Source: an optimization exercise on an open RTL-to-GDS flow (aim: small area and a short achievable clock period). Production flows keep margins and buffers that such runs may drop. At most, simulation tests tie the RTL to the original design; equivalence was not proved.

==> inputs of exp/onyx <==
// Multiplier
module Multiplier(
  input         clock,
                reset,
                io_in_valid,
  input  [31:0] io_a,
                io_b,
  input  [1:0]  io_op,
  output [31:0] io_res,
  output        io_res_valid
);
export LEC_CHECK = 0
export ABC_AREA = 1
export CAP_MARGIN = 20
export CORE_MARGIN = 2
export CORE_UTILIZATION = 40
export SETUP_SLACK_MARGIN = 2.0
export SLEW_MARGIN = 20
create_clock -name core_clock -period 5.6 [get_ports {clock}]
standard.sh (not shown) runs the stock make flow with config.mk's settings and CLKGATE_MAP_FILE= SYNTH_SCRIPT=/design/flow/synth_recipe.tcl, a recipe that flattens the netlist after the stock synthesis.
==> flow/flow/run.sh <==
#!/bin/bash
# Own layout flow: the standard flow (standard.sh), with one extra step
# between synthesis and floorplan: flow/polfix.py removes the needless
# inverters that Yosys's full-adder extraction leaves around full-adder cells
# (a full adder is self-dual, so each may be built in either polarity).
# Registers, ports and all other cells are kept as synthesis made them.
# Each tool's output goes to a log file of its own in the work folder.
set -euo pipefail
cd "$(dirname "$0")/.."
R=orfs/results/${FLOW_PLATFORM:-sky130hd}/Multiplier/base
# Port buffers: buf_4 instead of the delay cell buffer_ports picks by default
# (every port still gets its own buffer).
PORTBUF="BUFFER_PORTS_ARGS=-buffer_cell sky130_fd_sc_hd__buf_4"
bash standard.sh "$PORTBUF" synth > flow_synth.log 2>&1
cp "$R/1_2_yosys.v" 1_2_yosys.std.v
python3 flow/polfix.py 1_2_yosys.std.v 1_2_yosys.pol.v > flow_polfix.log 2>&1
cp 1_2_yosys.pol.v "$R/1_2_yosys.v"
rm -f "$R/1_synth.odb" "$R/1_synth.sdc"
bash standard.sh "$PORTBUF" finish > flow_finish.log 2>&1
Other scripts of this flow, unchanged in this note and not shown: flow/flow/polfix.py
==> inputs of exp/garnet, as changes to exp/onyx <==
--- a/flow/design.v
+++ b/flow/design.v
@@ -2943,31 +2943,25 @@
   assign hs0[28] = H_p[28] ^ H_G1812;
   assign hs1[28] = H_p[28] ^ (H_G1812 | H_P1813);
   assign hs0[29] = H_p[29] ^ H_G1814;
   assign hs1[29] = H_p[29] ^ (H_G1814 | H_P1815);
   assign hs0[30] = H_p[30] ^ H_G1816;
   assign hs1[30] = H_p[30] ^ (H_G1816 | H_P1817);
   assign hs0[31] = H_p[31] ^ H_G1818;
   assign hs1[31] = H_p[31] ^ (H_G1818 | H_P1819);
-  reg [31:0] rlo;
-  reg [31:0] rh0;
-  reg [31:0] rh1;
-  reg rs1;
-  reg rs0;
-  reg rsl;
+  reg [31:0] r0;
+  reg [31:0] r1;
+  reg rc;
   always @(posedge clock) begin
-    rlo <= L;
-    rh0 <= hs0;
-    rh1 <= hs1;
-    rs1 <= hi1 & L_co;
-    rs0 <= hi1 & ~L_co;
-    rsl <= ~hi1;
+    r0 <= hi1 ? hs0 : L;
+    r1 <= hi1 ? hs1 : L;
+    rc <= hi1 & L_co;
   end
-  assign io_res = ({32{rs1}} & rh1) | ({32{rs0}} & rh0) | ({32{rsl}} & rlo);
+  assign io_res = rc ? r1 : r0;
 endmodule
 module Multiplier(
   input         clock,
                 reset,
                 io_in_valid,
   input  [31:0] io_a,
                 io_b,
   input  [1:0]  io_op,
==> flow/flow/run.sh (replaced) <==
#!/bin/bash
# Own layout flow: the standard flow (standard.sh), with one extra step
# between synthesis and floorplan: flow/polfix.py removes the needless
# inverters that Yosys's full-adder extraction leaves around full-adder cells
# (a full adder is self-dual, so each may be built in either polarity).
# Registers, ports and all other cells are kept as synthesis made them.
# Each tool's output goes to a log file of its own in the work folder.
set -euo pipefail
cd "$(dirname "$0")/.."
R=orfs/results/${FLOW_PLATFORM:-sky130hd}/Multiplier/base
bash standard.sh synth > flow_synth.log 2>&1
cp "$R/1_2_yosys.v" 1_2_yosys.std.v
python3 flow/polfix.py 1_2_yosys.std.v 1_2_yosys.pol.v > flow_polfix.log 2>&1
cp 1_2_yosys.pol.v "$R/1_2_yosys.v"
rm -f "$R/1_synth.odb" "$R/1_synth.sdc"
bash standard.sh > flow_finish.log 2>&1
==> summary.txt <==
- Cell area: exp/onyx is lower than exp/garnet (about 4%).
- Worst hold slack: exp/garnet is higher than exp/onyx (0.012 ns).
- In exp/onyx the setup slack is better than in exp/garnet, by 0.048 ns.
==> figures <==
item                                                                 exp/onyx               exp/garnet
Number of logic inverters in the finished layout                          326                      349
Placer congestion estimate                                             0.9224                   0.9778
Hold depth                                                                  1                        2
Outcome                                               complete, no violations  complete, no violations
Number of gates given a new drive strength after cts                        8                      131
Critical path buffer and inverter count                                     4                        1
Slew headroom                                                          37.99%                   28.69%
Worst-case setup margin in the final layout                          2.051 ns                 2.003 ns
Number of placed instances, taps included                                4607                     4672
Net count after synthesis                                                4257                     4292
Only the layout flow was run in exp/onyx; the RTL was not checked for function there.


==> 12-07 <==
RTL: one of the versions met above, not the one the previous note started from.
export LEC_CHECK = 0
export ABC_AREA = 1
export CAP_MARGIN = 20
export CORE_MARGIN = 2
export CORE_UTILIZATION = 40
export SETUP_SLACK_MARGIN = 2.4
export SLEW_MARGIN = 20
create_clock -name core_clock -period 5.6 [get_ports {clock}]
==> flow/flow/run.sh <==
#!/bin/bash
# Own layout flow: the standard flow (standard.sh), with one extra step
# between synthesis and floorplan: flow/polfix.py removes the needless
# inverters that Yosys's full-adder extraction leaves around full-adder cells
# (a full adder is self-dual, so each may be built in either polarity).
# Registers, ports and all other cells are kept as synthesis made them.
# Each tool's output goes to a log file of its own in the work folder.
set -euo pipefail
cd "$(dirname "$0")/.."
R=orfs/results/${FLOW_PLATFORM:-sky130hd}/Multiplier/base
# Port buffers: buf_4 instead of the delay cell buffer_ports picks by default
# (every port still gets its own buffer).
PORTBUF="BUFFER_PORTS_ARGS=-buffer_cell sky130_fd_sc_hd__buf_4"
bash standard.sh "$PORTBUF" synth > flow_synth.log 2>&1
cp "$R/1_2_yosys.v" 1_2_yosys.std.v
python3 flow/polfix.py 1_2_yosys.std.v 1_2_yosys.pol.v > flow_polfix.log 2>&1
cp 1_2_yosys.pol.v "$R/1_2_yosys.v"
rm -f "$R/1_synth.odb" "$R/1_synth.sdc"
bash standard.sh "$PORTBUF" finish > flow_finish.log 2>&1
Other scripts of this flow, unchanged in this note and not shown: flow/flow/polfix.py
==> 07-17 (differences from 12-07) <==
SETUP_SLACK_MARGIN = 2.0   (was 2.4)
==> summary of the runs <==
Worst setup slack: 12-07 is higher than 07-17 (100 ps). Against 12-07, the sequential share of layout area of 07-17 is higher by 1.8 points. Against 07-17, the maximum frequency of 12-07 is higher by about 3%. In 12-07 the via count is higher than in 07-17, by 1.2%. In synthesized cell count, 12-07 and 07-17 do not differ. Critical path depth: 07-17 is lower than 12-07 (2). Flip-flop and latch count is the same in 12-07 and 07-17. Global-route usage: 07-17 is lower than 12-07 (1.2 points). In die area, 07-17 and 12-07 do not differ.
==> figures <==
Outcome: 12-07 finished clean; 07-17 finished clean
CP Class: 12-07 flip-flop to flip-flop; 07-17 input pin to flip-flop
Share of the cycle needed by the critical path after routing: 12-07 61.9%; 07-17 63.7%
Type of origin of the critical path: 12-07 flip-flop; 07-17 input pin
Met2 track utilization from global routing: 12-07 43.5%; 07-17 40.5%
DPL Wire Length: 12-07 91,100 um; 07-17 88,400 um
Critical Path Fanout Max: 12-07 4; 07-17 16
Global Route met1 Usage: 12-07 38.7%; 07-17 36.5%
Routed wirelength normalized by instance count: 12-07 25.3 um; 07-17 24.3 um
Top Layer Used: 12-07 met4; 07-17 met5
Design area: 12-07 41,100 sq um; 07-17 37,100 sq um
Clock Skew: 12-07 31.2 ps; 07-17 41.1 ps
Count of non-CTS inverters in the layout: 12-07 337; 07-17 342
Crit path buffers/inverters: 12-07 0; 07-17 2
DRC violation total after the first TritonRoute iteration: 12-07 2,599; 07-17 2,474
Met2 routed WL: 12-07 53,300 um; 07-17 49,700 um
Via count: 12-07 27,100; 07-17 26,800
M1 wire length: 12-07 51,400 um; 07-17 47,600 um
Data arrival at the endpoint of the critical path: 12-07 3970 ps; 07-17 4000 ps
Share of cells above drive strength 1: 12-07 27.6%; 07-17 13.2%


==> v24 <==
Multiplier, a different RTL version from the one above (not shown whole).
clock: 5.6 ns
lec_check: 0
abc_area: 1
cap_margin: 20
core_margin: 2
core_utilization: 40
setup_slack_margin: 2.1
slew_margin: 20
Scripts as last shown in full above: flow/flow/run.sh
Other scripts of this flow, unchanged in this note and not shown: flow/flow/polfix.py
==> inputs of v4, as changes to v24 <==
CORE_UTILIZATION = 50   (was 40)
PLACE_DENSITY = 0.75   (was default)
SETUP_SLACK_MARGIN = 2.2   (was 2.1)
==> comparison table <==
item	v24	v4
Run status	timing/DRC/antenna clean	timing/DRC/antenna clean
Worst setup slack after layout	1905 ps	1897 ps
Routed wire length on met3	10020 µm	13520 µm
Final std cell area, no fill	36680 µm²	36980 µm²
Max-slew headroom	30.31%	46.01%
Setup crit start	mulcore_inst.q905	mulcore_inst.q875
Final-stage net count	4015	4005
Num rows	104	93
Fraction of final layout cells sized beyond drive strength 1	14.55%	17.65%
Worst skew pair latency	600 ps	580 ps
Register share of the cell area	21.08%	20.92%
Final standard cell utilization of the core	45.77%	57.68%
Drt total wl	107300 µm	104700 µm
Pre-antenna DRT Iters	6	9
Proportion of cell area occupied by multi-input gates	63.45%	64.85%
Overall Global Routing Usage	25.80%	30.73%


==> inputs of v26 <==
Multiplier again, from the RTL that the note above started with.
==> flow/config.mk <==
export PLATFORM = sky130hd
export DESIGN_NAME = Multiplier
export DESIGN_NICKNAME = Multiplier
export VERILOG_FILES = /design/flow/design.v
export SDC_FILE = /design/flow/constraint.sdc
export NUM_CORES = 4
export LEC_CHECK = 0
export ABC_AREA = 1
export CAP_MARGIN = 20
export CORE_MARGIN = 2
export CORE_UTILIZATION = 40
export SETUP_SLACK_MARGIN = 2.2
export SLEW_MARGIN = 20
==> flow/constraint.sdc <==
create_clock -name core_clock -period 5.6 [get_ports {clock}]
set_input_delay 1.1200 -clock core_clock [delete_from_list [all_inputs] [get_ports {clock}]]
set_output_delay 1.1200 -clock core_clock [all_outputs]
set_load 0.01 [all_outputs]
Scripts as last shown in full above: flow/flow/run.sh
Other scripts of this flow, unchanged in this note and not shown: flow/flow/polfix.py
==> v17 (differences from v26) <==
ABC_AREA = default   (was 1)
SETUP_SLACK_MARGIN = 2.0   (was 2.2)
==> v39 (differences from v26) <==
CAP_MARGIN = 5   (was 20)
SETUP_SLACK_MARGIN = 2.0   (was 2.2)
SLEW_MARGIN = 5   (was 20)
==> v10 (differences from v26) <==
SETUP_SLACK_MARGIN = 1.8   (was 2.2)
==> summary of the runs <==
Of v26 and v17, v17 has the higher critical path depth (gap 2). Against v26, the first-iteration DRC count of v17 is higher by about 60%. Global-route usage, lowest first: v39, v10, v26, v17. Non-clock buffer count, lowest first: v10, v39, v26, v17. Utilization, lowest first: v10, v39, v17, v26. v39 completed with no timing, DRC or antenna violations. v17 went through all stages and came out clean. v26 completed without violations. v10 completed without violations.


==> inputs of job 928 <==
Starting RTL as in the previous note.
export LEC_CHECK = 0
export ABC_AREA = 1
export CAP_MARGIN = 20
export CORE_MARGIN = 2
export CORE_UTILIZATION = 40
export CTS_BUF_LIST = sky130_fd_sc_hd__clkbuf_4 sky130_fd_sc_hd__clkbuf_8
export SETUP_SLACK_MARGIN = 2.0
export SLEW_MARGIN = 20
create_clock -name core_clock -period 5.6 [get_ports {clock}]
Scripts as last shown in full above: flow/flow/run.sh
Other scripts of this flow, unchanged in this note and not shown: flow/flow/polfix.py
==> inputs of job 4869, as changes to job 928 <==
- CTS_BUF_LIST: sky130_fd_sc_hd__clkbuf_4 sky130_fd_sc_hd__clkbuf_8 -> default
==> inputs of job 2057, as changes to job 928 <==
- CTS_BUF_LIST: sky130_fd_sc_hd__clkbuf_4 sky130_fd_sc_hd__clkbuf_8 -> default
- SETUP_SLACK_MARGIN: 2.0 -> 1.9
==> results.json <==
{
  "status": "timing/DRC/antenna clean",
  "crit_top_cell": "fa_1",
  "relSlewSlack_pct": 38.7,
  "clock_buffers": 95,
  "path_buf_inv": 1,
  "hpwlAfterDp_mm": 80.8,
  "place_area_um2": 33600,
  "multi_input_area_um2": 22900,
  "postLayoutCellArea_um2": 36100,
  "post_drt_wl_per_cell_um": 23.8,
  "grt.met3_usage_pct": 5.70
}
the above is filed under job 928

==> results.json <==
{
  "status": "timing/DRC/antenna clean",
  "reg2reg_slack_ps": 1860,
  "path_buf_inv": 1,
  "multi_input_area_um2": 22700,
  "crit_top_cell": "fa_1",
  "tightestPinTransition_ps": 1060,
  "postLayoutCellArea_um2": 35700,
  "place_area_um2": 33600,
  "post_drt_wl_per_cell_um": 24.1,
  "worst-endpoint-arrival_ps": 4250,
  "grt.met3_usage_pct": 7.13,
  "clock_buffers": 65,
  "relSlewSlack_pct": 29.3,
  "crit_chain": "fa_1 > fa_1 > fa_1 > ha_2 > fa_2 > nand3_1 > nand2_2 > nand2_2 > nand2_4 > nand2_8 > nand2_8 > fa_2 > inv_2 > xnor2_2 > a21oi_1 > a21oi_1",
  "hpwlAfterDp_mm": 81.3
}
the above is filed under job 2057

==> results.json <==
{
  "status": "timing/DRC/antenna clean",
  "clkCellAreaFrac_pct": 4.07,
  "hpwlAfterDp_mm": 80.8,
  "post_drt_wl_per_cell_um": 24.0,
  "buffers": 192,
  "place_area_um2": 33600,
  "grt.met3_usage_pct": 6.09,
  "crit_top_cell": "fa_2",
  "relSlewSlack_pct": 37.4
}
the above is filed under job 4869

==> re-timing with driven ports <==
In the flow no input, the clock included, has a driving cell. The finished layouts below were timed again as built, in two steps. Step 1 (the two cells are an assumption about what drives the block):
set clk [get_ports {clock}]
set_driving_cell -lib_cell sky130_fd_sc_hd__clkbuf_16 $clk
set_driving_cell -lib_cell sky130_fd_sc_hd__buf_2 [delete_from_list [all_inputs] $clk]
Step 2 also shifts input and output timing later by t, the mid clock arrival at the registers, as if the neighbouring blocks saw the same clock. Slacks: no drivers / after step 1 / after step 2; pairs: no drivers / after step 1.
run	t (ns)	slack for setup (ns)	worst setup path at the end	cell pins on the clock port's net
exp/onyx	0.661	2.051 / 2.087 / 1.425	input to register	1
exp/garnet	0.643	2.003 / 2.016 / 1.415	input to register	1
12-07	0.631	2.135 / 2.135 / 1.755	input to register	1
07-17	0.635	2.035 / 2.074 / 1.439	input to register	1
v24	0.652	1.905 / 1.905 / 1.580	input to register	1
v4	0.627	1.897 / 1.897 / 1.581	input to register	1
v26	0.643	2.066 / 2.066 / 1.601	input to register	1
v17	0.659	1.733 / 1.733 / 1.353	input to register	1
v39	0.653	1.928 / 1.928 / 1.346	input to register	1
v10	0.643	1.770 / 1.770 / 1.205	input to register	1
job 928	0.694	2.021 / 2.021 / 1.381	input to register	1
job 4869	0.637	2.028 / 2.028 / 1.413	input to register	1
job 2057	0.637	1.859 / 1.859 / 1.279	input to register	1
After both steps setup and hold are still met in every run listed. The setup slack of job 928, which loses most, moves by 0.000 ns with the drivers and by -0.640 ns with both steps.
